This is an optimization exercise on Yosys and OpenROAD, whose aim is small area and a short achievable clock period, not a production implementation. In this exercise RTL edits were held to simulation tests only and were not proved equivalent to the original. Power is estimated from default activity; no workload was simulated.

### design/flow/config.mk
export PLATFORM = sky130hd
export DESIGN_NAME = CPU
export DESIGN_NICKNAME = CPU
export VERILOG_FILES = /design/flow/design.v
export SDC_FILE = /design/flow/constraint.sdc
export NUM_CORES = 4
export LEC_CHECK = 0
export ABC_AREA = 1
export CAP_MARGIN = 20
export CORE_MARGIN = 2
export CORE_UTILIZATION = 40
export GPL_ROUTABILITY_DRIVEN = 0
export SLEW_MARGIN = 20
export SYNTH_HIERARCHICAL = 1
### design/flow/constraint.sdc
create_clock -name core_clock -period 32.0 [get_ports {clock}]
set_input_delay 6.4000 -clock core_clock [delete_from_list [all_inputs] [get_ports {clock}]]
set_output_delay 6.4000 -clock core_clock [all_outputs]
set_load 0.01 [all_outputs]
### design/flow/design.v
module CPU(clock,reset,MemData,MemOut,rd,wr,PC,IR,MBR,AC,MAR,SR);
input clock;
input reset;
input signed [15:0] MemData;
output reg signed [15:0] MemOut;
output reg [10:0] PC,MAR;
output reg signed [15:0] IR,MBR;
output signed [15:0] AC;
output reg wr,rd;
output [3:0] SR;    
reg [2:0] state;
reg signed [15:0] ACr;      
reg [3:0] SRr;
reg accSel;                 
wire [3:0] op = IR[15:12];
wire       m  = IR[11];
wire        ld   = (op == 4'h1);
wire        sub  = (op == 4'h4);
wire        ls   = ld | (op == 4'h3) | sub;   
wire        mul  = (op == 4'h5);
wire        dv   = (op == 4'h6);
wire        sa   = ACr[15];
wire [15:0] lorA;
assign lorA[0] = 1'b0;
genvar ga;
generate
  for (ga = 1; ga < 16; ga = ga + 1) begin : la
    assign lorA[ga] = |ACr[ga-1:0];
  end
endgenerate
wire [15:0] absa = {16{dv}} & (ACr ^ ({16{sa}} & lorA));
reg  [15:0] absAr;
always @(posedge clock) absAr <= absa;
reg ldq, subq, lsq, mulq, dvq;
always @(posedge clock) begin
  ldq <= ld; subq <= sub; lsq <= ls; mulq <= mul; dvq <= dv;
end
wire [15:0] d1, B1c;
wire        cin1;
wire [4:0] s3_r, s3_q;
cpu_s3 u_s3(.MemData(MemData), .IRlo(IR[11:0]), .dv(dvq), .sub(subq), .absAr(absAr),
            .ACr(ACr), .d1(d1), .cin1(cin1), .B1c(B1c), .r_out(s3_r), .q_out(s3_q));
reg [15:0] B1r;
reg        cinr, d1s;
always @(posedge clock)
  if (state == 3'd3) begin
    B1r <= B1c; cinr <= cin1; d1s <= d1[15];
  end
reg [4:0] p1r, p1q;
always @(posedge clock) begin
  p1r <= s3_r;
  p1q <= s3_q;
end
wire [13:0] s4_r;
wire [8:0] s4_q;
cpu_s4 u_s4(.p1r(p1r), .absAr(absAr), .ACr(ACr), .B1r(B1r), .cinr(cinr), .dv(dvq),
            .r_out(s4_r), .q_out(s4_q));
reg [13:0] p2r;
reg [13:0] p2q;
always @(posedge clock) begin
  p2r <= s4_r;
  p2q <= {p1q, s4_q};
end
wire [15:0] res;
wire [3:0]  resf;
cpu_s0 u_s0(.p2r(p2r), .p2q(p2q), .absAr(absAr), .ACr(ACr), .SRr(SRr), .accSel(accSel),
            .B1r(B1r), .cinr(cinr), .d1s(d1s), .dv(dvq), .mul(mulq), .ls(lsq), .ld(ldq), .sub(subq),
            .res(res), .resf(resf), .AC(AC), .SR(SR));
always @(posedge clock) begin
  if (reset) begin
    PC <= 0; MAR <= 0; IR <= 0; MBR <= 0; ACr <= 0; MemOut <= 0; SRr <= 0;
    rd <= 1; wr <= 0;
    accSel <= 0;
    state <= 0;
  end else
  case (state)
  0: begin
    rd <= 1; wr <= 0;
    MAR <= PC;
    if (accSel) begin
      ACr <= res;
      SRr <= resf;
    end
    accSel <= 0;
    state <= 1;
  end
  1: begin
    rd <= 1; wr <= 0;
    IR <= MemData;
    PC <= PC + 1'b1;
    state <= 2;
  end
  2: begin
    if (m) MAR <= IR[10:0];
    state <= 3;
  end
  3: begin
    state <= 4;
    case (op)
      4'h1, 4'h3, 4'h4, 4'h5, 4'h6: MBR <= d1;
      4'h2: begin MBR <= ACr; rd <= 0; wr <= 1; end
      4'h7: begin PC <= MAR; state <= 0; end
      4'h8: if (SRr[3]) begin PC <= MAR; state <= 0; end
      default: ;
    endcase
  end
  4: begin
    state <= 0;
    case (op)
      4'h2: MemOut <= MBR;
      4'h1, 4'h3, 4'h4, 4'h5, 4'h6: accSel <= 1'b1;
      default: ;
    endcase
  end
  default: state <= 0;
  endcase
end
endmodule
module cpu_s3(input [15:0] MemData, input [11:0] IRlo, input dv, input sub,
              input [15:0] absAr, input [15:0] ACr,
              output [15:0] d1, output cin1, output [15:0] B1c,
              output [4:0] r_out, output [4:0] q_out);
assign d1   = IRlo[11] ? MemData : {5'b0, IRlo[10:0]};    
assign cin1 = (dv & ~d1[15]) | sub;
assign B1c  = d1 ^ {16{cin1}};
wire w1 = absAr[15] & B1c[0];
wire w2 = absAr[15] | B1c[0];
wire w3 = w1 | (w2 & cin1);
wire w4 = w2 & 1'b0;
wire w5 = w3 & (d1[15] ? (&d1[15:1]) : ~(|d1[15:1]));
wire w6 = dv ? w5 : ACr[15];
wire [0:0] r7;
assign r7[0] = absAr[15] ^ (w6 & (B1c[0] ^ cin1));
wire w8 = absAr[14] & B1c[0];
wire w9 = absAr[14] | B1c[0];
wire w10 = r7[0] & B1c[1];
wire w11 = r7[0] | B1c[1];
wire w12 = w8 | (w9 & cin1);
wire w13 = w9 & 1'b0;
wire w14 = w10 | (w11 & w12);
wire w15 = w11 & w13;
wire w16 = w14 & (d1[15] ? (&d1[15:2]) : ~(|d1[15:2]));
wire w17 = dv ? w16 : ACr[14];
wire [1:0] r18;
assign r18[0] = absAr[14] ^ (w17 & (B1c[0] ^ cin1));
assign r18[1] = r7[0] ^ (w17 & (B1c[1] ^ w12));
wire w19 = absAr[13] & B1c[0];
wire w20 = absAr[13] | B1c[0];
wire w21 = r18[0] & B1c[1];
wire w22 = r18[0] | B1c[1];
wire w23 = r18[1] & B1c[2];
wire w24 = r18[1] | B1c[2];
wire w25 = w19 | (w20 & cin1);
wire w26 = w20 & 1'b0;
wire w27 = w23 | (w24 & w21);
wire w28 = w24 & w22;
wire w29 = w21 | (w22 & w25);
wire w30 = w22 & w26;
wire w31 = w27 | (w28 & w25);
wire w32 = w28 & w26;
wire w33 = w31 & (d1[15] ? (&d1[15:3]) : ~(|d1[15:3]));
wire w34 = dv ? w33 : ACr[13];
wire [2:0] r35;
assign r35[0] = absAr[13] ^ (w34 & (B1c[0] ^ cin1));
assign r35[1] = r18[0] ^ (w34 & (B1c[1] ^ w25));
assign r35[2] = r18[1] ^ (w34 & (B1c[2] ^ w29));
wire w36 = absAr[12] & B1c[0];
wire w37 = absAr[12] | B1c[0];
wire w38 = r35[0] & B1c[1];
wire w39 = r35[0] | B1c[1];
wire w40 = r35[1] & B1c[2];
wire w41 = r35[1] | B1c[2];
wire w42 = r35[2] & B1c[3];
wire w43 = r35[2] | B1c[3];
wire w44 = w36 | (w37 & cin1);
wire w45 = w37 & 1'b0;
wire w46 = w40 | (w41 & w38);
wire w47 = w41 & w39;
wire w48 = w38 | (w39 & w44);
wire w49 = w39 & w45;
wire w50 = w46 | (w47 & w44);
wire w51 = w47 & w45;
wire w52 = w42 | (w43 & w50);
wire w53 = w43 & w51;
wire w54 = w52 & (d1[15] ? (&d1[15:4]) : ~(|d1[15:4]));
wire w55 = dv ? w54 : ACr[12];
wire [3:0] r56;
assign r56[0] = absAr[12] ^ (w55 & (B1c[0] ^ cin1));
assign r56[1] = r35[0] ^ (w55 & (B1c[1] ^ w44));
assign r56[2] = r35[1] ^ (w55 & (B1c[2] ^ w48));
assign r56[3] = r35[2] ^ (w55 & (B1c[3] ^ w50));
wire w57 = absAr[11] & B1c[0];
wire w58 = absAr[11] | B1c[0];
wire w59 = r56[0] & B1c[1];
wire w60 = r56[0] | B1c[1];
wire w61 = r56[1] & B1c[2];
wire w62 = r56[1] | B1c[2];
wire w63 = r56[2] & B1c[3];
wire w64 = r56[2] | B1c[3];
wire w65 = r56[3] & B1c[4];
wire w66 = r56[3] | B1c[4];
wire w67 = w57 | (w58 & cin1);
wire w68 = w58 & 1'b0;
wire w69 = w61 | (w62 & w59);
wire w70 = w62 & w60;
wire w71 = w65 | (w66 & w63);
wire w72 = w66 & w64;
wire w73 = w59 | (w60 & w67);
wire w74 = w60 & w68;
wire w75 = w69 | (w70 & w67);
wire w76 = w70 & w68;
wire w77 = w63 | (w64 & w75);
wire w78 = w64 & w76;
wire w79 = w71 | (w72 & w75);
wire w80 = w72 & w76;
wire w81 = w79 & (d1[15] ? (&d1[15:5]) : ~(|d1[15:5]));
wire w82 = dv ? w81 : ACr[11];
wire [4:0] r83;
assign r83[0] = absAr[11] ^ (w82 & (B1c[0] ^ cin1));
assign r83[1] = r56[0] ^ (w82 & (B1c[1] ^ w67));
assign r83[2] = r56[1] ^ (w82 & (B1c[2] ^ w73));
assign r83[3] = r56[2] ^ (w82 & (B1c[3] ^ w75));
assign r83[4] = r56[3] ^ (w82 & (B1c[4] ^ w77));
assign r_out = r83;
assign q_out = {w5, w16, w33, w54, w81};
endmodule
module cpu_s4(input [4:0] p1r, input [15:0] absAr, input [15:0] ACr,
              input [15:0] B1r, input cinr, input dv,
              output [13:0] r_out, output [8:0] q_out);
wire w84 = absAr[10] & B1r[0];
wire w85 = absAr[10] | B1r[0];
wire w86 = p1r[0] & B1r[1];
wire w87 = p1r[0] | B1r[1];
wire w88 = p1r[1] & B1r[2];
wire w89 = p1r[1] | B1r[2];
wire w90 = p1r[2] & B1r[3];
wire w91 = p1r[2] | B1r[3];
wire w92 = p1r[3] & B1r[4];
wire w93 = p1r[3] | B1r[4];
wire w94 = p1r[4] & B1r[5];
wire w95 = p1r[4] | B1r[5];
wire w96 = w84 | (w85 & cinr);
wire w97 = w85 & 1'b0;
wire w98 = w88 | (w89 & w86);
wire w99 = w89 & w87;
wire w100 = w92 | (w93 & w90);
wire w101 = w93 & w91;
wire w102 = w86 | (w87 & w96);
wire w103 = w87 & w97;
wire w104 = w98 | (w99 & w96);
wire w105 = w99 & w97;
wire w106 = w94 | (w95 & w100);
wire w107 = w95 & w101;
wire w108 = w90 | (w91 & w104);
wire w109 = w91 & w105;
wire w110 = w100 | (w101 & w104);
wire w111 = w101 & w105;
wire w112 = w106 | (w107 & w104);
wire w113 = w107 & w105;
wire w114 = w112 & (&B1r[15:6]);
wire w115 = dv ? w114 : ACr[10];
wire [5:0] r116;
assign r116[0] = absAr[10] ^ (w115 & (B1r[0] ^ cinr));
assign r116[1] = p1r[0] ^ (w115 & (B1r[1] ^ w96));
assign r116[2] = p1r[1] ^ (w115 & (B1r[2] ^ w102));
assign r116[3] = p1r[2] ^ (w115 & (B1r[3] ^ w104));
assign r116[4] = p1r[3] ^ (w115 & (B1r[4] ^ w108));
assign r116[5] = p1r[4] ^ (w115 & (B1r[5] ^ w110));
wire w117 = absAr[9] & B1r[0];
wire w118 = absAr[9] | B1r[0];
wire w119 = r116[0] & B1r[1];
wire w120 = r116[0] | B1r[1];
wire w121 = r116[1] & B1r[2];
wire w122 = r116[1] | B1r[2];
wire w123 = r116[2] & B1r[3];
wire w124 = r116[2] | B1r[3];
wire w125 = r116[3] & B1r[4];
wire w126 = r116[3] | B1r[4];
wire w127 = r116[4] & B1r[5];
wire w128 = r116[4] | B1r[5];
wire w129 = r116[5] & B1r[6];
wire w130 = r116[5] | B1r[6];
wire w131 = w117 | (w118 & cinr);
wire w132 = w118 & 1'b0;
wire w133 = w121 | (w122 & w119);
wire w134 = w122 & w120;
wire w135 = w125 | (w126 & w123);
wire w136 = w126 & w124;
wire w137 = w129 | (w130 & w127);
wire w138 = w130 & w128;
wire w139 = w119 | (w120 & w131);
wire w140 = w120 & w132;
wire w141 = w133 | (w134 & w131);
wire w142 = w134 & w132;
wire w143 = w127 | (w128 & w135);
wire w144 = w128 & w136;
wire w145 = w137 | (w138 & w135);
wire w146 = w138 & w136;
wire w147 = w123 | (w124 & w141);
wire w148 = w124 & w142;
wire w149 = w135 | (w136 & w141);
wire w150 = w136 & w142;
wire w151 = w143 | (w144 & w141);
wire w152 = w144 & w142;
wire w153 = w145 | (w146 & w141);
wire w154 = w146 & w142;
wire w155 = w153 & (&B1r[15:7]);
wire w156 = dv ? w155 : ACr[9];
wire [6:0] r157;
assign r157[0] = absAr[9] ^ (w156 & (B1r[0] ^ cinr));
assign r157[1] = r116[0] ^ (w156 & (B1r[1] ^ w131));
assign r157[2] = r116[1] ^ (w156 & (B1r[2] ^ w139));
assign r157[3] = r116[2] ^ (w156 & (B1r[3] ^ w141));
assign r157[4] = r116[3] ^ (w156 & (B1r[4] ^ w147));
assign r157[5] = r116[4] ^ (w156 & (B1r[5] ^ w149));
assign r157[6] = r116[5] ^ (w156 & (B1r[6] ^ w151));
wire w158 = absAr[8] & B1r[0];
wire w159 = absAr[8] | B1r[0];
wire w160 = r157[0] & B1r[1];
wire w161 = r157[0] | B1r[1];
wire w162 = r157[1] & B1r[2];
wire w163 = r157[1] | B1r[2];
wire w164 = r157[2] & B1r[3];
wire w165 = r157[2] | B1r[3];
wire w166 = r157[3] & B1r[4];
wire w167 = r157[3] | B1r[4];
wire w168 = r157[4] & B1r[5];
wire w169 = r157[4] | B1r[5];
wire w170 = r157[5] & B1r[6];
wire w171 = r157[5] | B1r[6];
wire w172 = r157[6] & B1r[7];
wire w173 = r157[6] | B1r[7];
wire w174 = w158 | (w159 & cinr);
wire w175 = w159 & 1'b0;
wire w176 = w162 | (w163 & w160);
wire w177 = w163 & w161;
wire w178 = w166 | (w167 & w164);
wire w179 = w167 & w165;
wire w180 = w170 | (w171 & w168);
wire w181 = w171 & w169;
wire w182 = w160 | (w161 & w174);
wire w183 = w161 & w175;
wire w184 = w176 | (w177 & w174);
wire w185 = w177 & w175;
wire w186 = w168 | (w169 & w178);
wire w187 = w169 & w179;
wire w188 = w180 | (w181 & w178);
wire w189 = w181 & w179;
wire w190 = w164 | (w165 & w184);
wire w191 = w165 & w185;
wire w192 = w178 | (w179 & w184);
wire w193 = w179 & w185;
wire w194 = w186 | (w187 & w184);
wire w195 = w187 & w185;
wire w196 = w188 | (w189 & w184);
wire w197 = w189 & w185;
wire w198 = w172 | (w173 & w196);
wire w199 = w173 & w197;
wire w200 = w198 & (&B1r[15:8]);
wire w201 = dv ? w200 : ACr[8];
wire [7:0] r202;
assign r202[0] = absAr[8] ^ (w201 & (B1r[0] ^ cinr));
assign r202[1] = r157[0] ^ (w201 & (B1r[1] ^ w174));
assign r202[2] = r157[1] ^ (w201 & (B1r[2] ^ w182));
assign r202[3] = r157[2] ^ (w201 & (B1r[3] ^ w184));
assign r202[4] = r157[3] ^ (w201 & (B1r[4] ^ w190));
assign r202[5] = r157[4] ^ (w201 & (B1r[5] ^ w192));
assign r202[6] = r157[5] ^ (w201 & (B1r[6] ^ w194));
assign r202[7] = r157[6] ^ (w201 & (B1r[7] ^ w196));
wire w203 = absAr[7] & B1r[0];
wire w204 = absAr[7] | B1r[0];
wire w205 = r202[0] & B1r[1];
wire w206 = r202[0] | B1r[1];
wire w207 = r202[1] & B1r[2];
wire w208 = r202[1] | B1r[2];
wire w209 = r202[2] & B1r[3];
wire w210 = r202[2] | B1r[3];
wire w211 = r202[3] & B1r[4];
wire w212 = r202[3] | B1r[4];
wire w213 = r202[4] & B1r[5];
wire w214 = r202[4] | B1r[5];
wire w215 = r202[5] & B1r[6];
wire w216 = r202[5] | B1r[6];
wire w217 = r202[6] & B1r[7];
wire w218 = r202[6] | B1r[7];
wire w219 = r202[7] & B1r[8];
wire w220 = r202[7] | B1r[8];
wire w221 = w203 | (w204 & cinr);
wire w222 = w204 & 1'b0;
wire w223 = w207 | (w208 & w205);
wire w224 = w208 & w206;
wire w225 = w211 | (w212 & w209);
wire w226 = w212 & w210;
wire w227 = w215 | (w216 & w213);
wire w228 = w216 & w214;
wire w229 = w219 | (w220 & w217);
wire w230 = w220 & w218;
wire w231 = w205 | (w206 & w221);
wire w232 = w206 & w222;
wire w233 = w223 | (w224 & w221);
wire w234 = w224 & w222;
wire w235 = w213 | (w214 & w225);
wire w236 = w214 & w226;
wire w237 = w227 | (w228 & w225);
wire w238 = w228 & w226;
wire w239 = w209 | (w210 & w233);
wire w240 = w210 & w234;
wire w241 = w225 | (w226 & w233);
wire w242 = w226 & w234;
wire w243 = w235 | (w236 & w233);
wire w244 = w236 & w234;
wire w245 = w237 | (w238 & w233);
wire w246 = w238 & w234;
wire w247 = w217 | (w218 & w245);
wire w248 = w218 & w246;
wire w249 = w229 | (w230 & w245);
wire w250 = w230 & w246;
wire w251 = w249 & (&B1r[15:9]);
wire w252 = dv ? w251 : ACr[7];
wire [8:0] r253;
assign r253[0] = absAr[7] ^ (w252 & (B1r[0] ^ cinr));
assign r253[1] = r202[0] ^ (w252 & (B1r[1] ^ w221));
assign r253[2] = r202[1] ^ (w252 & (B1r[2] ^ w231));
assign r253[3] = r202[2] ^ (w252 & (B1r[3] ^ w233));
assign r253[4] = r202[3] ^ (w252 & (B1r[4] ^ w239));
assign r253[5] = r202[4] ^ (w252 & (B1r[5] ^ w241));
assign r253[6] = r202[5] ^ (w252 & (B1r[6] ^ w243));
assign r253[7] = r202[6] ^ (w252 & (B1r[7] ^ w245));
assign r253[8] = r202[7] ^ (w252 & (B1r[8] ^ w247));
wire w254 = absAr[6] & B1r[0];
wire w255 = absAr[6] | B1r[0];
wire w256 = r253[0] & B1r[1];
wire w257 = r253[0] | B1r[1];
wire w258 = r253[1] & B1r[2];
wire w259 = r253[1] | B1r[2];
wire w260 = r253[2] & B1r[3];
wire w261 = r253[2] | B1r[3];
wire w262 = r253[3] & B1r[4];
wire w263 = r253[3] | B1r[4];
wire w264 = r253[4] & B1r[5];
wire w265 = r253[4] | B1r[5];
wire w266 = r253[5] & B1r[6];
wire w267 = r253[5] | B1r[6];
wire w268 = r253[6] & B1r[7];
wire w269 = r253[6] | B1r[7];
wire w270 = r253[7] & B1r[8];
wire w271 = r253[7] | B1r[8];
wire w272 = r253[8] & B1r[9];
wire w273 = r253[8] | B1r[9];
wire w274 = w254 | (w255 & cinr);
wire w275 = w255 & 1'b0;
wire w276 = w258 | (w259 & w256);
wire w277 = w259 & w257;
wire w278 = w262 | (w263 & w260);
wire w279 = w263 & w261;
wire w280 = w266 | (w267 & w264);
wire w281 = w267 & w265;
wire w282 = w270 | (w271 & w268);
wire w283 = w271 & w269;
wire w284 = w256 | (w257 & w274);
wire w285 = w257 & w275;
wire w286 = w276 | (w277 & w274);
wire w287 = w277 & w275;
wire w288 = w264 | (w265 & w278);
wire w289 = w265 & w279;
wire w290 = w280 | (w281 & w278);
wire w291 = w281 & w279;
wire w292 = w272 | (w273 & w282);
wire w293 = w273 & w283;
wire w294 = w260 | (w261 & w286);
wire w295 = w261 & w287;
wire w296 = w278 | (w279 & w286);
wire w297 = w279 & w287;
wire w298 = w288 | (w289 & w286);
wire w299 = w289 & w287;
wire w300 = w290 | (w291 & w286);
wire w301 = w291 & w287;
wire w302 = w268 | (w269 & w300);
wire w303 = w269 & w301;
wire w304 = w282 | (w283 & w300);
wire w305 = w283 & w301;
wire w306 = w292 | (w293 & w300);
wire w307 = w293 & w301;
wire w308 = w306 & (&B1r[15:10]);
wire w309 = dv ? w308 : ACr[6];
wire [9:0] r310;
assign r310[0] = absAr[6] ^ (w309 & (B1r[0] ^ cinr));
assign r310[1] = r253[0] ^ (w309 & (B1r[1] ^ w274));
assign r310[2] = r253[1] ^ (w309 & (B1r[2] ^ w284));
assign r310[3] = r253[2] ^ (w309 & (B1r[3] ^ w286));
assign r310[4] = r253[3] ^ (w309 & (B1r[4] ^ w294));
assign r310[5] = r253[4] ^ (w309 & (B1r[5] ^ w296));
assign r310[6] = r253[5] ^ (w309 & (B1r[6] ^ w298));
assign r310[7] = r253[6] ^ (w309 & (B1r[7] ^ w300));
assign r310[8] = r253[7] ^ (w309 & (B1r[8] ^ w302));
assign r310[9] = r253[8] ^ (w309 & (B1r[9] ^ w304));
wire w311 = absAr[5] & B1r[0];
wire w312 = absAr[5] | B1r[0];
wire w313 = r310[0] & B1r[1];
wire w314 = r310[0] | B1r[1];
wire w315 = r310[1] & B1r[2];
wire w316 = r310[1] | B1r[2];
wire w317 = r310[2] & B1r[3];
wire w318 = r310[2] | B1r[3];
wire w319 = r310[3] & B1r[4];
wire w320 = r310[3] | B1r[4];
wire w321 = r310[4] & B1r[5];
wire w322 = r310[4] | B1r[5];
wire w323 = r310[5] & B1r[6];
wire w324 = r310[5] | B1r[6];
wire w325 = r310[6] & B1r[7];
wire w326 = r310[6] | B1r[7];
wire w327 = r310[7] & B1r[8];
wire w328 = r310[7] | B1r[8];
wire w329 = r310[8] & B1r[9];
wire w330 = r310[8] | B1r[9];
wire w331 = r310[9] & B1r[10];
wire w332 = r310[9] | B1r[10];
wire w333 = w311 | (w312 & cinr);
wire w334 = w312 & 1'b0;
wire w335 = w315 | (w316 & w313);
wire w336 = w316 & w314;
wire w337 = w319 | (w320 & w317);
wire w338 = w320 & w318;
wire w339 = w323 | (w324 & w321);
wire w340 = w324 & w322;
wire w341 = w327 | (w328 & w325);
wire w342 = w328 & w326;
wire w343 = w331 | (w332 & w329);
wire w344 = w332 & w330;
wire w345 = w313 | (w314 & w333);
wire w346 = w314 & w334;
wire w347 = w335 | (w336 & w333);
wire w348 = w336 & w334;
wire w349 = w321 | (w322 & w337);
wire w350 = w322 & w338;
wire w351 = w339 | (w340 & w337);
wire w352 = w340 & w338;
wire w353 = w329 | (w330 & w341);
wire w354 = w330 & w342;
wire w355 = w343 | (w344 & w341);
wire w356 = w344 & w342;
wire w357 = w317 | (w318 & w347);
wire w358 = w318 & w348;
wire w359 = w337 | (w338 & w347);
wire w360 = w338 & w348;
wire w361 = w349 | (w350 & w347);
wire w362 = w350 & w348;
wire w363 = w351 | (w352 & w347);
wire w364 = w352 & w348;
wire w365 = w325 | (w326 & w363);
wire w366 = w326 & w364;
wire w367 = w341 | (w342 & w363);
wire w368 = w342 & w364;
wire w369 = w353 | (w354 & w363);
wire w370 = w354 & w364;
wire w371 = w355 | (w356 & w363);
wire w372 = w356 & w364;
wire w373 = w371 & (&B1r[15:11]);
wire w374 = dv ? w373 : ACr[5];
wire [10:0] r375;
assign r375[0] = absAr[5] ^ (w374 & (B1r[0] ^ cinr));
assign r375[1] = r310[0] ^ (w374 & (B1r[1] ^ w333));
assign r375[2] = r310[1] ^ (w374 & (B1r[2] ^ w345));
assign r375[3] = r310[2] ^ (w374 & (B1r[3] ^ w347));
assign r375[4] = r310[3] ^ (w374 & (B1r[4] ^ w357));
assign r375[5] = r310[4] ^ (w374 & (B1r[5] ^ w359));
assign r375[6] = r310[5] ^ (w374 & (B1r[6] ^ w361));
assign r375[7] = r310[6] ^ (w374 & (B1r[7] ^ w363));
assign r375[8] = r310[7] ^ (w374 & (B1r[8] ^ w365));
assign r375[9] = r310[8] ^ (w374 & (B1r[9] ^ w367));
assign r375[10] = r310[9] ^ (w374 & (B1r[10] ^ w369));
wire w376 = absAr[4] & B1r[0];
wire w377 = absAr[4] | B1r[0];
wire w378 = r375[0] & B1r[1];
wire w379 = r375[0] | B1r[1];
wire w380 = r375[1] & B1r[2];
wire w381 = r375[1] | B1r[2];
wire w382 = r375[2] & B1r[3];
wire w383 = r375[2] | B1r[3];
wire w384 = r375[3] & B1r[4];
wire w385 = r375[3] | B1r[4];
wire w386 = r375[4] & B1r[5];
wire w387 = r375[4] | B1r[5];
wire w388 = r375[5] & B1r[6];
wire w389 = r375[5] | B1r[6];
wire w390 = r375[6] & B1r[7];
wire w391 = r375[6] | B1r[7];
wire w392 = r375[7] & B1r[8];
wire w393 = r375[7] | B1r[8];
wire w394 = r375[8] & B1r[9];
wire w395 = r375[8] | B1r[9];
wire w396 = r375[9] & B1r[10];
wire w397 = r375[9] | B1r[10];
wire w398 = r375[10] & B1r[11];
wire w399 = r375[10] | B1r[11];
wire w400 = w376 | (w377 & cinr);
wire w401 = w377 & 1'b0;
wire w402 = w380 | (w381 & w378);
wire w403 = w381 & w379;
wire w404 = w384 | (w385 & w382);
wire w405 = w385 & w383;
wire w406 = w388 | (w389 & w386);
wire w407 = w389 & w387;
wire w408 = w392 | (w393 & w390);
wire w409 = w393 & w391;
wire w410 = w396 | (w397 & w394);
wire w411 = w397 & w395;
wire w412 = w378 | (w379 & w400);
wire w413 = w379 & w401;
wire w414 = w402 | (w403 & w400);
wire w415 = w403 & w401;
wire w416 = w386 | (w387 & w404);
wire w417 = w387 & w405;
wire w418 = w406 | (w407 & w404);
wire w419 = w407 & w405;
wire w420 = w394 | (w395 & w408);
wire w421 = w395 & w409;
wire w422 = w410 | (w411 & w408);
wire w423 = w411 & w409;
wire w424 = w382 | (w383 & w414);
wire w425 = w383 & w415;
wire w426 = w404 | (w405 & w414);
wire w427 = w405 & w415;
wire w428 = w416 | (w417 & w414);
wire w429 = w417 & w415;
wire w430 = w418 | (w419 & w414);
wire w431 = w419 & w415;
wire w432 = w398 | (w399 & w422);
wire w433 = w399 & w423;
wire w434 = w390 | (w391 & w430);
wire w435 = w391 & w431;
wire w436 = w408 | (w409 & w430);
wire w437 = w409 & w431;
wire w438 = w420 | (w421 & w430);
wire w439 = w421 & w431;
wire w440 = w422 | (w423 & w430);
wire w441 = w423 & w431;
wire w442 = w432 | (w433 & w430);
wire w443 = w433 & w431;
wire w444 = w442 & (&B1r[15:12]);
wire w445 = dv ? w444 : ACr[4];
wire [11:0] r446;
assign r446[0] = absAr[4] ^ (w445 & (B1r[0] ^ cinr));
assign r446[1] = r375[0] ^ (w445 & (B1r[1] ^ w400));
assign r446[2] = r375[1] ^ (w445 & (B1r[2] ^ w412));
assign r446[3] = r375[2] ^ (w445 & (B1r[3] ^ w414));
assign r446[4] = r375[3] ^ (w445 & (B1r[4] ^ w424));
assign r446[5] = r375[4] ^ (w445 & (B1r[5] ^ w426));
assign r446[6] = r375[5] ^ (w445 & (B1r[6] ^ w428));
assign r446[7] = r375[6] ^ (w445 & (B1r[7] ^ w430));
assign r446[8] = r375[7] ^ (w445 & (B1r[8] ^ w434));
assign r446[9] = r375[8] ^ (w445 & (B1r[9] ^ w436));
assign r446[10] = r375[9] ^ (w445 & (B1r[10] ^ w438));
assign r446[11] = r375[10] ^ (w445 & (B1r[11] ^ w440));
wire w447 = absAr[3] & B1r[0];
wire w448 = absAr[3] | B1r[0];
wire w449 = r446[0] & B1r[1];
wire w450 = r446[0] | B1r[1];
wire w451 = r446[1] & B1r[2];
wire w452 = r446[1] | B1r[2];
wire w453 = r446[2] & B1r[3];
wire w454 = r446[2] | B1r[3];
wire w455 = r446[3] & B1r[4];
wire w456 = r446[3] | B1r[4];
wire w457 = r446[4] & B1r[5];
wire w458 = r446[4] | B1r[5];
wire w459 = r446[5] & B1r[6];
wire w460 = r446[5] | B1r[6];
wire w461 = r446[6] & B1r[7];
wire w462 = r446[6] | B1r[7];
wire w463 = r446[7] & B1r[8];
wire w464 = r446[7] | B1r[8];
wire w465 = r446[8] & B1r[9];
wire w466 = r446[8] | B1r[9];
wire w467 = r446[9] & B1r[10];
wire w468 = r446[9] | B1r[10];
wire w469 = r446[10] & B1r[11];
wire w470 = r446[10] | B1r[11];
wire w471 = r446[11] & B1r[12];
wire w472 = r446[11] | B1r[12];
wire w473 = w447 | (w448 & cinr);
wire w474 = w448 & 1'b0;
wire w475 = w451 | (w452 & w449);
wire w476 = w452 & w450;
wire w477 = w455 | (w456 & w453);
wire w478 = w456 & w454;
wire w479 = w459 | (w460 & w457);
wire w480 = w460 & w458;
wire w481 = w463 | (w464 & w461);
wire w482 = w464 & w462;
wire w483 = w467 | (w468 & w465);
wire w484 = w468 & w466;
wire w485 = w471 | (w472 & w469);
wire w486 = w472 & w470;
wire w487 = w449 | (w450 & w473);
wire w488 = w450 & w474;
wire w489 = w475 | (w476 & w473);
wire w490 = w476 & w474;
wire w491 = w457 | (w458 & w477);
wire w492 = w458 & w478;
wire w493 = w479 | (w480 & w477);
wire w494 = w480 & w478;
wire w495 = w465 | (w466 & w481);
wire w496 = w466 & w482;
wire w497 = w483 | (w484 & w481);
wire w498 = w484 & w482;
wire w499 = w453 | (w454 & w489);
wire w500 = w454 & w490;
wire w501 = w477 | (w478 & w489);
wire w502 = w478 & w490;
wire w503 = w491 | (w492 & w489);
wire w504 = w492 & w490;
wire w505 = w493 | (w494 & w489);
wire w506 = w494 & w490;
wire w507 = w469 | (w470 & w497);
wire w508 = w470 & w498;
wire w509 = w485 | (w486 & w497);
wire w510 = w486 & w498;
wire w511 = w461 | (w462 & w505);
wire w512 = w462 & w506;
wire w513 = w481 | (w482 & w505);
wire w514 = w482 & w506;
wire w515 = w495 | (w496 & w505);
wire w516 = w496 & w506;
wire w517 = w497 | (w498 & w505);
wire w518 = w498 & w506;
wire w519 = w507 | (w508 & w505);
wire w520 = w508 & w506;
wire w521 = w509 | (w510 & w505);
wire w522 = w510 & w506;
wire w523 = w521 & (&B1r[15:13]);
wire w524 = dv ? w523 : ACr[3];
wire [12:0] r525;
assign r525[0] = absAr[3] ^ (w524 & (B1r[0] ^ cinr));
assign r525[1] = r446[0] ^ (w524 & (B1r[1] ^ w473));
assign r525[2] = r446[1] ^ (w524 & (B1r[2] ^ w487));
assign r525[3] = r446[2] ^ (w524 & (B1r[3] ^ w489));
assign r525[4] = r446[3] ^ (w524 & (B1r[4] ^ w499));
assign r525[5] = r446[4] ^ (w524 & (B1r[5] ^ w501));
assign r525[6] = r446[5] ^ (w524 & (B1r[6] ^ w503));
assign r525[7] = r446[6] ^ (w524 & (B1r[7] ^ w505));
assign r525[8] = r446[7] ^ (w524 & (B1r[8] ^ w511));
assign r525[9] = r446[8] ^ (w524 & (B1r[9] ^ w513));
assign r525[10] = r446[9] ^ (w524 & (B1r[10] ^ w515));
assign r525[11] = r446[10] ^ (w524 & (B1r[11] ^ w517));
assign r525[12] = r446[11] ^ (w524 & (B1r[12] ^ w519));
wire w526 = absAr[2] & B1r[0];
wire w527 = absAr[2] | B1r[0];
wire w528 = r525[0] & B1r[1];
wire w529 = r525[0] | B1r[1];
wire w530 = r525[1] & B1r[2];
wire w531 = r525[1] | B1r[2];
wire w532 = r525[2] & B1r[3];
wire w533 = r525[2] | B1r[3];
wire w534 = r525[3] & B1r[4];
wire w535 = r525[3] | B1r[4];
wire w536 = r525[4] & B1r[5];
wire w537 = r525[4] | B1r[5];
wire w538 = r525[5] & B1r[6];
wire w539 = r525[5] | B1r[6];
wire w540 = r525[6] & B1r[7];
wire w541 = r525[6] | B1r[7];
wire w542 = r525[7] & B1r[8];
wire w543 = r525[7] | B1r[8];
wire w544 = r525[8] & B1r[9];
wire w545 = r525[8] | B1r[9];
wire w546 = r525[9] & B1r[10];
wire w547 = r525[9] | B1r[10];
wire w548 = r525[10] & B1r[11];
wire w549 = r525[10] | B1r[11];
wire w550 = r525[11] & B1r[12];
wire w551 = r525[11] | B1r[12];
wire w552 = r525[12] & B1r[13];
wire w553 = r525[12] | B1r[13];
wire w554 = w526 | (w527 & cinr);
wire w555 = w527 & 1'b0;
wire w556 = w530 | (w531 & w528);
wire w557 = w531 & w529;
wire w558 = w534 | (w535 & w532);
wire w559 = w535 & w533;
wire w560 = w538 | (w539 & w536);
wire w561 = w539 & w537;
wire w562 = w542 | (w543 & w540);
wire w563 = w543 & w541;
wire w564 = w546 | (w547 & w544);
wire w565 = w547 & w545;
wire w566 = w550 | (w551 & w548);
wire w567 = w551 & w549;
wire w568 = w528 | (w529 & w554);
wire w569 = w529 & w555;
wire w570 = w556 | (w557 & w554);
wire w571 = w557 & w555;
wire w572 = w536 | (w537 & w558);
wire w573 = w537 & w559;
wire w574 = w560 | (w561 & w558);
wire w575 = w561 & w559;
wire w576 = w544 | (w545 & w562);
wire w577 = w545 & w563;
wire w578 = w564 | (w565 & w562);
wire w579 = w565 & w563;
wire w580 = w552 | (w553 & w566);
wire w581 = w553 & w567;
wire w582 = w532 | (w533 & w570);
wire w583 = w533 & w571;
wire w584 = w558 | (w559 & w570);
wire w585 = w559 & w571;
wire w586 = w572 | (w573 & w570);
wire w587 = w573 & w571;
wire w588 = w574 | (w575 & w570);
wire w589 = w575 & w571;
wire w590 = w548 | (w549 & w578);
wire w591 = w549 & w579;
wire w592 = w566 | (w567 & w578);
wire w593 = w567 & w579;
wire w594 = w580 | (w581 & w578);
wire w595 = w581 & w579;
wire w596 = w540 | (w541 & w588);
wire w597 = w541 & w589;
wire w598 = w562 | (w563 & w588);
wire w599 = w563 & w589;
wire w600 = w576 | (w577 & w588);
wire w601 = w577 & w589;
wire w602 = w578 | (w579 & w588);
wire w603 = w579 & w589;
wire w604 = w590 | (w591 & w588);
wire w605 = w591 & w589;
wire w606 = w592 | (w593 & w588);
wire w607 = w593 & w589;
wire w608 = w594 | (w595 & w588);
wire w609 = w595 & w589;
wire w610 = w608 & (&B1r[15:14]);
wire w611 = dv ? w610 : ACr[2];
wire [13:0] r612;
assign r612[0] = absAr[2] ^ (w611 & (B1r[0] ^ cinr));
assign r612[1] = r525[0] ^ (w611 & (B1r[1] ^ w554));
assign r612[2] = r525[1] ^ (w611 & (B1r[2] ^ w568));
assign r612[3] = r525[2] ^ (w611 & (B1r[3] ^ w570));
assign r612[4] = r525[3] ^ (w611 & (B1r[4] ^ w582));
assign r612[5] = r525[4] ^ (w611 & (B1r[5] ^ w584));
assign r612[6] = r525[5] ^ (w611 & (B1r[6] ^ w586));
assign r612[7] = r525[6] ^ (w611 & (B1r[7] ^ w588));
assign r612[8] = r525[7] ^ (w611 & (B1r[8] ^ w596));
assign r612[9] = r525[8] ^ (w611 & (B1r[9] ^ w598));
assign r612[10] = r525[9] ^ (w611 & (B1r[10] ^ w600));
assign r612[11] = r525[10] ^ (w611 & (B1r[11] ^ w602));
assign r612[12] = r525[11] ^ (w611 & (B1r[12] ^ w604));
assign r612[13] = r525[12] ^ (w611 & (B1r[13] ^ w606));
assign r_out = r612;
assign q_out = {w114, w155, w200, w251, w308, w373, w444, w523, w610};
endmodule
module cpu_s0(input [13:0] p2r, input [13:0] p2q, input [15:0] absAr,
              input [15:0] ACr, input [3:0] SRr, input accSel,
              input [15:0] B1r, input cinr, input d1s,
              input dv, input mul, input ls, input ld, input sub,
              output [15:0] res, output [3:0] resf, output [15:0] AC, output [3:0] SR);
wire w613 = absAr[1] & B1r[0];
wire w614 = absAr[1] | B1r[0];
wire w615 = p2r[0] & B1r[1];
wire w616 = p2r[0] | B1r[1];
wire w617 = p2r[1] & B1r[2];
wire w618 = p2r[1] | B1r[2];
wire w619 = p2r[2] & B1r[3];
wire w620 = p2r[2] | B1r[3];
wire w621 = p2r[3] & B1r[4];
wire w622 = p2r[3] | B1r[4];
wire w623 = p2r[4] & B1r[5];
wire w624 = p2r[4] | B1r[5];
wire w625 = p2r[5] & B1r[6];
wire w626 = p2r[5] | B1r[6];
wire w627 = p2r[6] & B1r[7];
wire w628 = p2r[6] | B1r[7];
wire w629 = p2r[7] & B1r[8];
wire w630 = p2r[7] | B1r[8];
wire w631 = p2r[8] & B1r[9];
wire w632 = p2r[8] | B1r[9];
wire w633 = p2r[9] & B1r[10];
wire w634 = p2r[9] | B1r[10];
wire w635 = p2r[10] & B1r[11];
wire w636 = p2r[10] | B1r[11];
wire w637 = p2r[11] & B1r[12];
wire w638 = p2r[11] | B1r[12];
wire w639 = p2r[12] & B1r[13];
wire w640 = p2r[12] | B1r[13];
wire w641 = p2r[13] & B1r[14];
wire w642 = p2r[13] | B1r[14];
wire w643 = w613 | (w614 & cinr);
wire w644 = w614 & 1'b0;
wire w645 = w617 | (w618 & w615);
wire w646 = w618 & w616;
wire w647 = w621 | (w622 & w619);
wire w648 = w622 & w620;
wire w649 = w625 | (w626 & w623);
wire w650 = w626 & w624;
wire w651 = w629 | (w630 & w627);
wire w652 = w630 & w628;
wire w653 = w633 | (w634 & w631);
wire w654 = w634 & w632;
wire w655 = w637 | (w638 & w635);
wire w656 = w638 & w636;
wire w657 = w641 | (w642 & w639);
wire w658 = w642 & w640;
wire w659 = w615 | (w616 & w643);
wire w660 = w616 & w644;
wire w661 = w645 | (w646 & w643);
wire w662 = w646 & w644;
wire w663 = w623 | (w624 & w647);
wire w664 = w624 & w648;
wire w665 = w649 | (w650 & w647);
wire w666 = w650 & w648;
wire w667 = w631 | (w632 & w651);
wire w668 = w632 & w652;
wire w669 = w653 | (w654 & w651);
wire w670 = w654 & w652;
wire w671 = w639 | (w640 & w655);
wire w672 = w640 & w656;
wire w673 = w657 | (w658 & w655);
wire w674 = w658 & w656;
wire w675 = w619 | (w620 & w661);
wire w676 = w620 & w662;
wire w677 = w647 | (w648 & w661);
wire w678 = w648 & w662;
wire w679 = w663 | (w664 & w661);
wire w680 = w664 & w662;
wire w681 = w665 | (w666 & w661);
wire w682 = w666 & w662;
wire w683 = w635 | (w636 & w669);
wire w684 = w636 & w670;
wire w685 = w655 | (w656 & w669);
wire w686 = w656 & w670;
wire w687 = w671 | (w672 & w669);
wire w688 = w672 & w670;
wire w689 = w673 | (w674 & w669);
wire w690 = w674 & w670;
wire w691 = w627 | (w628 & w681);
wire w692 = w628 & w682;
wire w693 = w651 | (w652 & w681);
wire w694 = w652 & w682;
wire w695 = w667 | (w668 & w681);
wire w696 = w668 & w682;
wire w697 = w669 | (w670 & w681);
wire w698 = w670 & w682;
wire w699 = w683 | (w684 & w681);
wire w700 = w684 & w682;
wire w701 = w685 | (w686 & w681);
wire w702 = w686 & w682;
wire w703 = w687 | (w688 & w681);
wire w704 = w688 & w682;
wire w705 = w689 | (w690 & w681);
wire w706 = w690 & w682;
wire w707 = w705 & (&B1r[15:15]);
wire w708 = dv ? w707 : ACr[1];
wire [14:0] r709;
assign r709[0] = absAr[1] ^ (w708 & (B1r[0] ^ cinr));
assign r709[1] = p2r[0] ^ (w708 & (B1r[1] ^ w643));
assign r709[2] = p2r[1] ^ (w708 & (B1r[2] ^ w659));
assign r709[3] = p2r[2] ^ (w708 & (B1r[3] ^ w661));
assign r709[4] = p2r[3] ^ (w708 & (B1r[4] ^ w675));
assign r709[5] = p2r[4] ^ (w708 & (B1r[5] ^ w677));
assign r709[6] = p2r[5] ^ (w708 & (B1r[6] ^ w679));
assign r709[7] = p2r[6] ^ (w708 & (B1r[7] ^ w681));
assign r709[8] = p2r[7] ^ (w708 & (B1r[8] ^ w691));
assign r709[9] = p2r[8] ^ (w708 & (B1r[9] ^ w693));
assign r709[10] = p2r[9] ^ (w708 & (B1r[10] ^ w695));
assign r709[11] = p2r[10] ^ (w708 & (B1r[11] ^ w697));
assign r709[12] = p2r[11] ^ (w708 & (B1r[12] ^ w699));
assign r709[13] = p2r[12] ^ (w708 & (B1r[13] ^ w701));
assign r709[14] = p2r[13] ^ (w708 & (B1r[14] ^ w703));
wire w710 = ls ? (~ld & ACr[0]) : absAr[0];
wire w711 = ls ? (~ld & ACr[1]) : r709[0];
wire w712 = ls ? (~ld & ACr[2]) : r709[1];
wire w713 = ls ? (~ld & ACr[3]) : r709[2];
wire w714 = ls ? (~ld & ACr[4]) : r709[3];
wire w715 = ls ? (~ld & ACr[5]) : r709[4];
wire w716 = ls ? (~ld & ACr[6]) : r709[5];
wire w717 = ls ? (~ld & ACr[7]) : r709[6];
wire w718 = ls ? (~ld & ACr[8]) : r709[7];
wire w719 = ls ? (~ld & ACr[9]) : r709[8];
wire w720 = ls ? (~ld & ACr[10]) : r709[9];
wire w721 = ls ? (~ld & ACr[11]) : r709[10];
wire w722 = ls ? (~ld & ACr[12]) : r709[11];
wire w723 = ls ? (~ld & ACr[13]) : r709[12];
wire w724 = ls ? (~ld & ACr[14]) : r709[13];
wire w725 = ls ? (~ld & ACr[15]) : r709[14];
wire w726 = w710 & B1r[0];
wire w727 = w710 | B1r[0];
wire w728 = w711 & B1r[1];
wire w729 = w711 | B1r[1];
wire w730 = w712 & B1r[2];
wire w731 = w712 | B1r[2];
wire w732 = w713 & B1r[3];
wire w733 = w713 | B1r[3];
wire w734 = w714 & B1r[4];
wire w735 = w714 | B1r[4];
wire w736 = w715 & B1r[5];
wire w737 = w715 | B1r[5];
wire w738 = w716 & B1r[6];
wire w739 = w716 | B1r[6];
wire w740 = w717 & B1r[7];
wire w741 = w717 | B1r[7];
wire w742 = w718 & B1r[8];
wire w743 = w718 | B1r[8];
wire w744 = w719 & B1r[9];
wire w745 = w719 | B1r[9];
wire w746 = w720 & B1r[10];
wire w747 = w720 | B1r[10];
wire w748 = w721 & B1r[11];
wire w749 = w721 | B1r[11];
wire w750 = w722 & B1r[12];
wire w751 = w722 | B1r[12];
wire w752 = w723 & B1r[13];
wire w753 = w723 | B1r[13];
wire w754 = w724 & B1r[14];
wire w755 = w724 | B1r[14];
wire w756 = w725 & B1r[15];
wire w757 = w725 | B1r[15];
wire w758 = w726 | (w727 & cinr);
wire w759 = w727 & 1'b0;
wire w760 = w730 | (w731 & w728);
wire w761 = w731 & w729;
wire w762 = w734 | (w735 & w732);
wire w763 = w735 & w733;
wire w764 = w738 | (w739 & w736);
wire w765 = w739 & w737;
wire w766 = w742 | (w743 & w740);
wire w767 = w743 & w741;
wire w768 = w746 | (w747 & w744);
wire w769 = w747 & w745;
wire w770 = w750 | (w751 & w748);
wire w771 = w751 & w749;
wire w772 = w754 | (w755 & w752);
wire w773 = w755 & w753;
wire w774 = w728 | (w729 & w758);
wire w775 = w729 & w759;
wire w776 = w760 | (w761 & w758);
wire w777 = w761 & w759;
wire w778 = w736 | (w737 & w762);
wire w779 = w737 & w763;
wire w780 = w764 | (w765 & w762);
wire w781 = w765 & w763;
wire w782 = w744 | (w745 & w766);
wire w783 = w745 & w767;
wire w784 = w768 | (w769 & w766);
wire w785 = w769 & w767;
wire w786 = w752 | (w753 & w770);
wire w787 = w753 & w771;
wire w788 = w772 | (w773 & w770);
wire w789 = w773 & w771;
wire w790 = w732 | (w733 & w776);
wire w791 = w733 & w777;
wire w792 = w762 | (w763 & w776);
wire w793 = w763 & w777;
wire w794 = w778 | (w779 & w776);
wire w795 = w779 & w777;
wire w796 = w780 | (w781 & w776);
wire w797 = w781 & w777;
wire w798 = w748 | (w749 & w784);
wire w799 = w749 & w785;
wire w800 = w770 | (w771 & w784);
wire w801 = w771 & w785;
wire w802 = w786 | (w787 & w784);
wire w803 = w787 & w785;
wire w804 = w788 | (w789 & w784);
wire w805 = w789 & w785;
wire w806 = w740 | (w741 & w796);
wire w807 = w741 & w797;
wire w808 = w766 | (w767 & w796);
wire w809 = w767 & w797;
wire w810 = w782 | (w783 & w796);
wire w811 = w783 & w797;
wire w812 = w784 | (w785 & w796);
wire w813 = w785 & w797;
wire w814 = w798 | (w799 & w796);
wire w815 = w799 & w797;
wire w816 = w800 | (w801 & w796);
wire w817 = w801 & w797;
wire w818 = w802 | (w803 & w796);
wire w819 = w803 & w797;
wire w820 = w804 | (w805 & w796);
wire w821 = w805 & w797;
wire w822 = w756 | (w757 & w820);
wire w823 = w757 & w821;
wire w824 = w822 & 1'b1;
wire lastc = w822;     
wire w825 = dv ? w824 : (~mul | ACr[0]);
wire [15:0] r826;
assign r826[0] = w710 ^ (w825 & (B1r[0] ^ cinr));
assign r826[1] = w711 ^ (w825 & (B1r[1] ^ w758));
assign r826[2] = w712 ^ (w825 & (B1r[2] ^ w774));
assign r826[3] = w713 ^ (w825 & (B1r[3] ^ w776));
assign r826[4] = w714 ^ (w825 & (B1r[4] ^ w790));
assign r826[5] = w715 ^ (w825 & (B1r[5] ^ w792));
assign r826[6] = w716 ^ (w825 & (B1r[6] ^ w794));
assign r826[7] = w717 ^ (w825 & (B1r[7] ^ w796));
assign r826[8] = w718 ^ (w825 & (B1r[8] ^ w806));
assign r826[9] = w719 ^ (w825 & (B1r[9] ^ w808));
assign r826[10] = w720 ^ (w825 & (B1r[10] ^ w810));
assign r826[11] = w721 ^ (w825 & (B1r[11] ^ w812));
assign r826[12] = w722 ^ (w825 & (B1r[12] ^ w814));
assign r826[13] = w723 ^ (w825 & (B1r[13] ^ w816));
assign r826[14] = w724 ^ (w825 & (B1r[14] ^ w818));
assign r826[15] = w725 ^ (w825 & (B1r[15] ^ w820));
wire [15:0] qu = {p2q, w707, w824};
wire [15:0] prod = r826;             
wire        sa   = ACr[15];
wire        dz   = cinr & (&B1r);           
wire        negq = sa ^ d1s;
wire [15:0] lowor;
assign lowor[0] = 1'b0;
genvar gi;
generate
  for (gi = 1; gi < 16; gi = gi + 1) begin : lo
    assign lowor[gi] = |qu[gi-1:0];
  end
endgenerate
wire [15:0] quot  = dz ? 16'd0 : (qu ^ ({16{negq}} & lowor));
assign      res   = dv ? quot : prod;
wire        resz  = dv ? (dz | ~|qu) : ~|prod;
wire        as_   = ls & ~ld;
wire        resc  = as_ & (lastc ^ sub);
wire        resv  = as_ & (ACr[15] == B1r[15]) & (prod[15] != ACr[15]);
assign      resf  = {resz, res[15], resc, resv};
assign AC = accSel ? res : ACr;
assign SR = accSel ? resf : SRr;
endmodule
### design/flow/flow/run.sh
#!/bin/bash
# The standard layout (standard.sh: unchanged synthesis and steps) with two
# settings passed to ORFS:
set -euo pipefail
MARGIN=$(python3 -c "print(round(${FLOW_PERIOD_NS} - 12, 3))")
bash standard.sh SETUP_SLACK_MARGIN=$MARGIN "BUFFER_PORTS_ARGS=-buffer_cell sky130_fd_sc_hd__buf_1" finish > standard_flow.log 2>&1
### design/flow/standard.sh
#!/bin/bash
# synth_recipe.tcl (not shown) runs the flow's synth.tcl, then flattens the netlist and writes it again
# the make line also repeats each setting of config.mk as NAME=value (left out here)
make -C /OpenROAD-flow-scripts/flow DESIGN_CONFIG=/design/flow/config.mk WORK_HOME=/design/flow/orfs CLKGATE_MAP_FILE= SYNTH_SCRIPT=/design/flow/synth_recipe.tcl "${@:-finish}"
==> out/results.tsv, run 1 <==
stage	metric	value	unit
run_status	status	finished clean	
power	sw_frac_of_total	36.3	%
timing	worst_slack	20.54	ns
logic_synthesis	synth_top_area_share	23.4	%
clocking	clkLatencyLatePin	0.45	ns
detailed_routing	firstDrtPassIters	8	
final_layout	drive_gt1_share	11.9	%
critical_path	path_common_cell	nand2_1	
clocking	cts-htree-levels	4	
logic_synthesis	synthDistinctLibCells	56	
detailed_routing	routed_wl	56100	um
timing	whs	0.330	ns
clocking	cts_buffer_depth	2	
die	die_h	213	um
detailed_routing	drtIter0Drc	1233	
timing	post-route-period-util	35.8	%
clocking	clk_pin_slew	0.07	ns
power	p_switching	0.216	mW
timing	setup-tns-final	0	ns
timing	tightest_slew	1.01	ns
final_layout	nNetsFinal	3154	
global_route	first_global_vias	16900	
critical_path	r2r_cells	97	
clocking	cts_root_buffer	clkbuf_16	
logic_synthesis	synth_area_leaders	nand2_1 23%, dfxtp_1 18%, nand3_1 9.4%	
final_layout	design_area	19200	sq um
timing	grt_setup_unrepaired	no	
critical_path	crit_arrival	5.06	ns
die	initial_core_util	40.6	%
global_route	grt_usage	24.0	%
timing	drv_slew	0	
power	power.density	31.0	nW/um^2
critical_path	worst-setup-path-type	flop to primary output	
timing	setup_viol	0	
timing	max_slew_margin	32.7	%
clocking	clock_sinks	173	
die	die-area	45400	sq um
power	pwr-share-seq	40.2	%
final_layout	syn_to_final_growth	9.80	%
logic_synthesis	yosys_warnings	7	
logic_synthesis	yosysMostFrequentCell	nand2_1	
critical_path	slowest_stage	o21ai_1	
timing	period_needed	11.46	ns
critical_path	crit_path_start_kind	flop	
die	die_x	213	um
final_layout	antennaDiodeCount	0	
clocking	cts_tree	built	
critical_path	critPathMaxFanout	31	
logic_synthesis	synth_area_per_cell	5.73	sq um
placement	dp_hpwl	42300	um
power	pwr-share-clk	33.4	%
critical_path	worstPathRequired	25.60	ns
placement	io_buffers	109	
logic_synthesis	synth_edf_count	18	
logic_synthesis	syn_nets	3068	
timing	max_freq	0.0872	GHz
power	total_leakage_power	9.78	nW
timing	hold_viol	0	
logic_synthesis	yosys-top-cells-count	1091 x nand2_1, 376 x inv_1, 329 x nand3_1	
timing	skew	0.0133	ns
detailed_routing	routed_via_density	5.11	
global_route	overflow	0	
global_route	antenna_found_initial	1	
detailed_routing	route.vias.total	19100	
detailed_routing	wl_per_cell	15.0	um
clocking	numCtsBuffers	17	
global_route	grt_pass1_wl	86600	um
power	comb_power_share	26.4	%
logic_synthesis	ys_ff_latch	173	
min_path	hp-class	flop to flop	
logic_synthesis	synth_top_area_cell	nand2_1	
die	pin_count	110	
logic_synthesis	async_flop_share	0	%
critical_path	end_kind	primary output	
placement	dpl_cell_area	17900	sq um
critical_path	crit_path_max_incr_delay	0.33	ns
min_path	hold_depth	0	
detailed_routing	drc	0	
run	max-cap-violations	0	
power	p_int	0.379	mW
logic_synthesis	ys.flop_type	dfxtp_1	
placement	place_ws	19.90	ns
die	num_rows	76	
detailed_routing	drtAntennaViolNets	0	
die	design.core.area	43100	sq um
logic_synthesis	synthCells	3049	
power	vdd_drop_max	0.0308	mV
logic_synthesis	synth.cell_area	17500	sq um
global_route	grt_max_degree	80	
logic_synthesis	synth.yosys.seq_area_share	20.8	%
worst max-delay path: cells and delay by family, from the launching register on:
kind / cells / cell delay [ns]
AOI/OAI and AO/OA: 2 / 0.46
buffers and inverters: 4 / 0.64
DFF: 1 / 0.32
and+or+nand+nor: 27 / 3.17
placed cells by master (no fill, tap or decap), types with 5 or more instances in the layout:
cell type,n
a21boi_0,8
a21oi_1,95
a21oi_2,16
a31oi_1,8
and2_1,7
buf_1,109
buf_12,7
buf_4,45
clkbuf_16,17
clkinv_1,9
dfxtp_1,155
edfxtp_1,18
inv_1,375
inv_2,38
inv_4,5
nand2_1,1081
nand2_2,83
nand2_4,21
nand2_8,9
nand3_1,324
nand3_2,54
nand3_4,8
nand3b_1,22
nand4_1,14
nor2_1,247
nor2_2,20
nor3_1,8
nor4_1,6
o211ai_1,19
o21ai_0,114
o21ai_1,44
or2_2,6
xnor2_1,6
xor2_1,91
flip-flops by register name (all words and copies together), names as in the netlist, 3 cells and up:
register	cells
p2q	14
absAr	16
ACr	16
MemOut	16
p2r	14
B1r	16
p1r	5
SRr	4
IR	16
PC	11
p1q	5
MBR	16
MAR	11
state	3
area by class of cell:
cell class                 instances  area, sq um
clock inverter                    10         80.1
sequential                       173         3640
tap                              585          732
fill                            4596        23900
inverter                         426         1610
timing repair buffer             167          945
clock buffer                      22          464
multi-input combinational       2350        11700
metrics by stage:
stage,utilization (%),total power [mW],cells
final,44.6,0.596,3733
after global routing,44.6,0.627,3733
after CTS,42.9,0.593,3688
after detailed placement,41.6,0.395,3655
after global placement,41.6,0.392,3655
after floorplan,-,0.358,3049
modules after synthesis, one instance, submodules excluded:
module	flops+latches	cells inside	cell area [sq um]
cpu_s3	0	334	1670
cpu_s4	0	1294	6260
CPU	173	730	6260
cpu_s0	0	691	3290
what timing repair did:
action                                  in CTS  in global routing
gates resized for setup                      1                 74
endpoints found under the setup margin      15                 34
hold buffers                                 0                  0
buffers inserted                             1                 34
cloned                                       0                 11
pin swaps                                    0                 20
power by group through the flow:
stage	logic [mW]	clock network [mW]	registers [mW]
global placement	0.147	0	0.245
CTS	0.151	0.203	0.240
finish	0.157	0.199	0.240
detailed placement	0.150	0	0.245
global route	0.176	0.211	0.240
floorplan	0.115	0	0.243
final timing paths:
path | start | endpoint | slack [ns]
min | p1q[0] | p2q[9] | 0.33
min reg2reg | p1q[0] | p2q[9] | 0.33
max reg2reg | B1r[13] | p2r[7] | 20.91
max | B1r[8] | SR[3] | 20.54
logic make-up after synthesis:
| logic type | synth area share [%] |
|---|---|
| and+or+nand+nor | 49.2 |
| AOI/OAI and AO/OA | 10.2 |
| DFF | 20.8 |
| xor gates and xnor gates | 5.37 |
| buffers and inverters | 14.3 |
| adders and majority gates | 0.0716 |
metal layers:
metal | vias to the layer above | wire [um] | global-route usage (%)
met1 | 8706 | 25000 | 31.0
met4 | 2 | 1880 | 9.04
li1 | 9706 | - | -
met5 | - | 11 | 0
met3 | 100 | 3050 | 2.96
met2 | 569 | 26200 | 40.8
==> inputs of run 2 (changes only) <==
==> design/flow/flow/run.sh (replaced) <==
#!/bin/bash
# The standard layout (standard.sh: unchanged synthesis and steps) with two
# settings passed to ORFS:
set -euo pipefail
MARGIN=$(python3 -c "print(round(${FLOW_PERIOD_NS} - 12.5, 3))")
bash standard.sh SETUP_SLACK_MARGIN=$MARGIN "BUFFER_PORTS_ARGS=-buffer_cell sky130_fd_sc_hd__buf_1" finish > standard_flow.log 2>&1
--- a/design/flow/config.mk
+++ b/design/flow/config.mk
@@ -10,5 +10,4 @@
 export CORE_MARGIN = 2
 export CORE_UTILIZATION = 40
-export GPL_ROUTABILITY_DRIVEN = 0
 export SLEW_MARGIN = 20
 export SYNTH_HIERARCHICAL = 1
==> run 2 against run 1 <==
Net effect:
- register-to-register slack lost 0.07 ns
- non-clock buffer count shrank 19
- hold slack is essentially flat
- critical endpoint unchanged
- largest cell class unchanged
==> out/results.tsv, run 2 <==
stage	metric	value	unit	change
die	die_x	213	um	unchanged
logic_synthesis	syn_nets	3068		unchanged
detailed_routing	topRoutingLayerUsed	met4		
final_layout	drive_gt1_share	10.9	%	-1.0 points
detailed_routing	routed_via_density	5.08		-0.61%
detailed_routing	wl_met1	25500	um	+1.8%
detailed_routing	wl_per_cell	15.2	um	+0.89%
clocking	cts_tree	built		
placement	io_buffers	109		unchanged
die	design.core.area	43100	sq um	unchanged
critical_path	crit_arrival	5.46	ns	+0.40 ns
logic_synthesis	yosysMostFrequentCell	nand2_1		
detailed_routing	drc	0		unchanged
clocking	clock_sinks	173		unchanged
logic_synthesis	yosys_warnings	7		unchanged
timing	setup-tns-final	0	ns	unchanged
logic_synthesis	synth.cell_area	17500	sq um	unchanged
detailed_routing	dr_wl_met2	26000	um	-0.57%
global_route	grt_usage	24.9	%	+0.87 points
final_layout	fin_cells	3709		-0.64%
placement	place_inst	3652		-0.082%
logic_synthesis	synth_edf_count	18		unchanged
critical_path	worst-setup-path-type	flop to primary output		
timing	tightest_slew	1.01	ns	+0.00668 ns
final_layout	most-common-layout-cells	1089 x nand2_1, 375 x inv_1, 328 x nand3_1, 246 x nor2_1, 155 x dfxtp_1		
detailed_routing	drtIter0Drc	1178		-4.5%
timing	hold_viol	0		unchanged
logic_synthesis	synth.yosys.seq_area_share	20.8	%	unchanged
die	num_rows	76		unchanged
logic_synthesis	ys.flop_type	dfxtp_1		
clocking	cts-htree-levels	4		unchanged
placement	dp_hpwl	43000	um	+1.5%
logic_synthesis	ys_ff_latch	173		unchanged
placement	dpl_cell_area	17900	sq um	-0.13%
timing	period_needed	11.86	ns	+0.392 ns
detailed_routing	wl_met3	2740	um	-10%
detailed_routing	firstDrtPassIters	8		unchanged
power	total_leakage_power	9.58	nW	-2.0%
die	die-area	45400	sq um	unchanged
logic_synthesis	yosys-top-cells-count	1091 x nand2_1, 376 x inv_1, 329 x nand3_1		
power	power.density	32.0	nW/um^2	+3.1%
logic_synthesis	synth_top_area_cell	nand2_1		
final_layout	nNetsFinal	3130		-0.76%
global_route	first_global_vias	17400		+2.7%
clocking	numCtsBuffers	17		unchanged
clocking	clk_pin_slew	0.07	ns	about the same
die	pin_count	110		unchanged
logic_synthesis	synth_area_leaders	nand2_1 23%, dfxtp_1 18%, nand3_1 9.4%		
clocking	cts_root_buffer	clkbuf_16		
global_route	grt_pass1_wl	89500	um	+3.4%
critical_path	end_kind	primary output		
critical_path	worstPathRequired	25.60	ns	about the same
critical_path	crit_path_max_incr_delay	0.49	ns	+0.16 ns
final_layout	design_area	18800	sq um	-2.1%
detailed_routing	route.vias.total	18800		-1.2%
power	vdd_drop_max	0.0332	mV	+8.1%
detailed_routing	routed_wl	56200	um	+0.25%
global_route	overflow	0		unchanged
timing	skew	0.00963	ns	-0.00371 ns
die	die_h	213	um	unchanged
critical_path	crit_path_start_kind	flop		
final_layout	antennaDiodeCount	0		unchanged
timing	whs	0.329	ns	-0.000490 ns
global_route	grt_max_degree	80		unchanged
min_path	hp-class	flop to flop		
detailed_routing	drtAntennaViolNets	0		unchanged
logic_synthesis	synthCells	3049		unchanged
global_route	antenna_found_initial	0		-1
run	max-cap-violations	0		unchanged
logic_synthesis	async_flop_share	0	%	unchanged
die	initial_core_util	40.6	%	unchanged
placement	place_congestion	0.938		
critical_path	crit_family	simple AND/OR/NAND/NOR gates		
critical_path	cp_num_buf_inv	4		unchanged
logic_synthesis	synth_area_per_cell	5.73	sq um	unchanged
timing	max_freq	0.0843	GHz	-3.3%
final_layout	syn_to_final_growth	7.49	%	
timing	post-route-period-util	37.1	%	+1.2 points
critical_path	path_common_cell	nand2_1		
logic_synthesis	synthDistinctLibCells	56		unchanged
clocking	cts_buffer_depth	2		unchanged
critical_path	slowest_stage	nand2_2		
timing	grt_setup_unrepaired	no		
final_layout	layout_commonest_cell	nand2_1		
timing	setup_viol	0		unchanged
final_layout	fillers	4691		+2.1%
run_status	status	finished clean		
timing	drv_slew	0		unchanged
critical_path	critPathMaxFanout	31		unchanged
timing	max_slew_margin	32.4	%	-0.35 points
logic_synthesis	synth_top_area_share	23.4	%	unchanged
clocking	clkLatencyLatePin	0.45	ns	about the same
## run 2: area by class of cell
cell class                 count  area [sq um]  share of cell area [%]
tap                          585           732                    3.89
clock inverter                 9          73.8                   0.393
multi-input combinational   2345         11500                    61.3
inverter                     426          1610                    8.56
timing repair buffer         148           714                    3.80
clock buffer                  23           509                    2.71
sequential                   173          3640                    19.4
## run 2: layer usage
layer / GRT usage, % / vias to the layer above
met1: 31.8 / 8576
met5: 0 / -
met2: 42.1 / 486
met4: 10.1 / 0
li1: - / 9671
met3: 3.47 / 112
## run 2: report_power, final
part           internal, mW  switching, mW
registers             0.229         0.0109
clock network         0.113         0.0934
logic                0.0443          0.111
total                 0.386          0.215
## run 2: final timing paths
kind	startpoint	slack [ns]	to	cells past startpoint
setup / recovery	B1r[8]	20.14	SR[3]	31
hold reg to reg	p1q[0]	0.33	p2q[9]	0
setup reg to reg	B1r[11]	20.84	p2r[10]	95
hold / removal	p1q[0]	0.33	p2q[9]	0
## run 2: metrics by stage
stage	util, %	setup slack [ns]	power, mW
3_5_place_dp	41.5	19.59	0.395
5_1_grt	43.6	19.48	0.632
2_1_floorplan	-	22.39	0.358
6_report	43.6	20.14	0.601
4_1_cts	42.9	19.57	0.602
3_3_place_gp	41.5	20.07	0.392
## run 2: cells by family (layout without fill, tap and decap cells)
group | after synthesis | after routing | synth area share [%]
adders and majority gates | 1 | 1 | 0.0716
AOI/OAI and AO/OA | 320 | 320 | 10.2
and+or+nand+nor | 1915 | 1921 | 49.2
DFF | 173 | 173 | 20.8
buffers and inverters | 537 | 606 | 14.3
xor gates and xnor gates | 103 | 103 | 5.37
## run 2: modules after synthesis (local to each module, per instance)
module,times used,area [sq um],flops+latches,cells
cpu_s4,1,6260,0,1294
CPU,1,6260,173,730
cpu_s0,1,3290,0,691
cpu_s3,1,1670,0,334
## run 2: repair_timing
| action | in CTS | in global routing |
|---|---|---|
| hold endpoints to repair | 0 | 0 |
| hold buffers | 0 | 0 |
| buffers inserted | 0 | 19 |
| endpoints found under the setup margin | 0 | 18 |
| resized for setup | 0 | 20 |

re-timing with driven ports:
The results above use ideal ports. As a check the final layouts listed here were re-extracted and re-timed, cells and wires unchanged. Step 1, drivers: a clkbuf_16 drives clock and a buf_2 each remaining input, both assumed. Step 2 also shifts input and output timing later by t, the mid clock arrival at the registers, as if the neighbouring blocks saw the same clock. Three values: no drivers, after step 1, after step 2; two values: the first two.
run	shift t [ns]	setup WS [ns]	slew at the worst register clock pin (ns)
run 1	0.500	20.535 / 20.480 / 20.910	0.07 / 0.07
run 2	0.499	20.143 / 20.090 / 20.589	0.07 / 0.07
After both steps setup and hold are still met in every run listed.
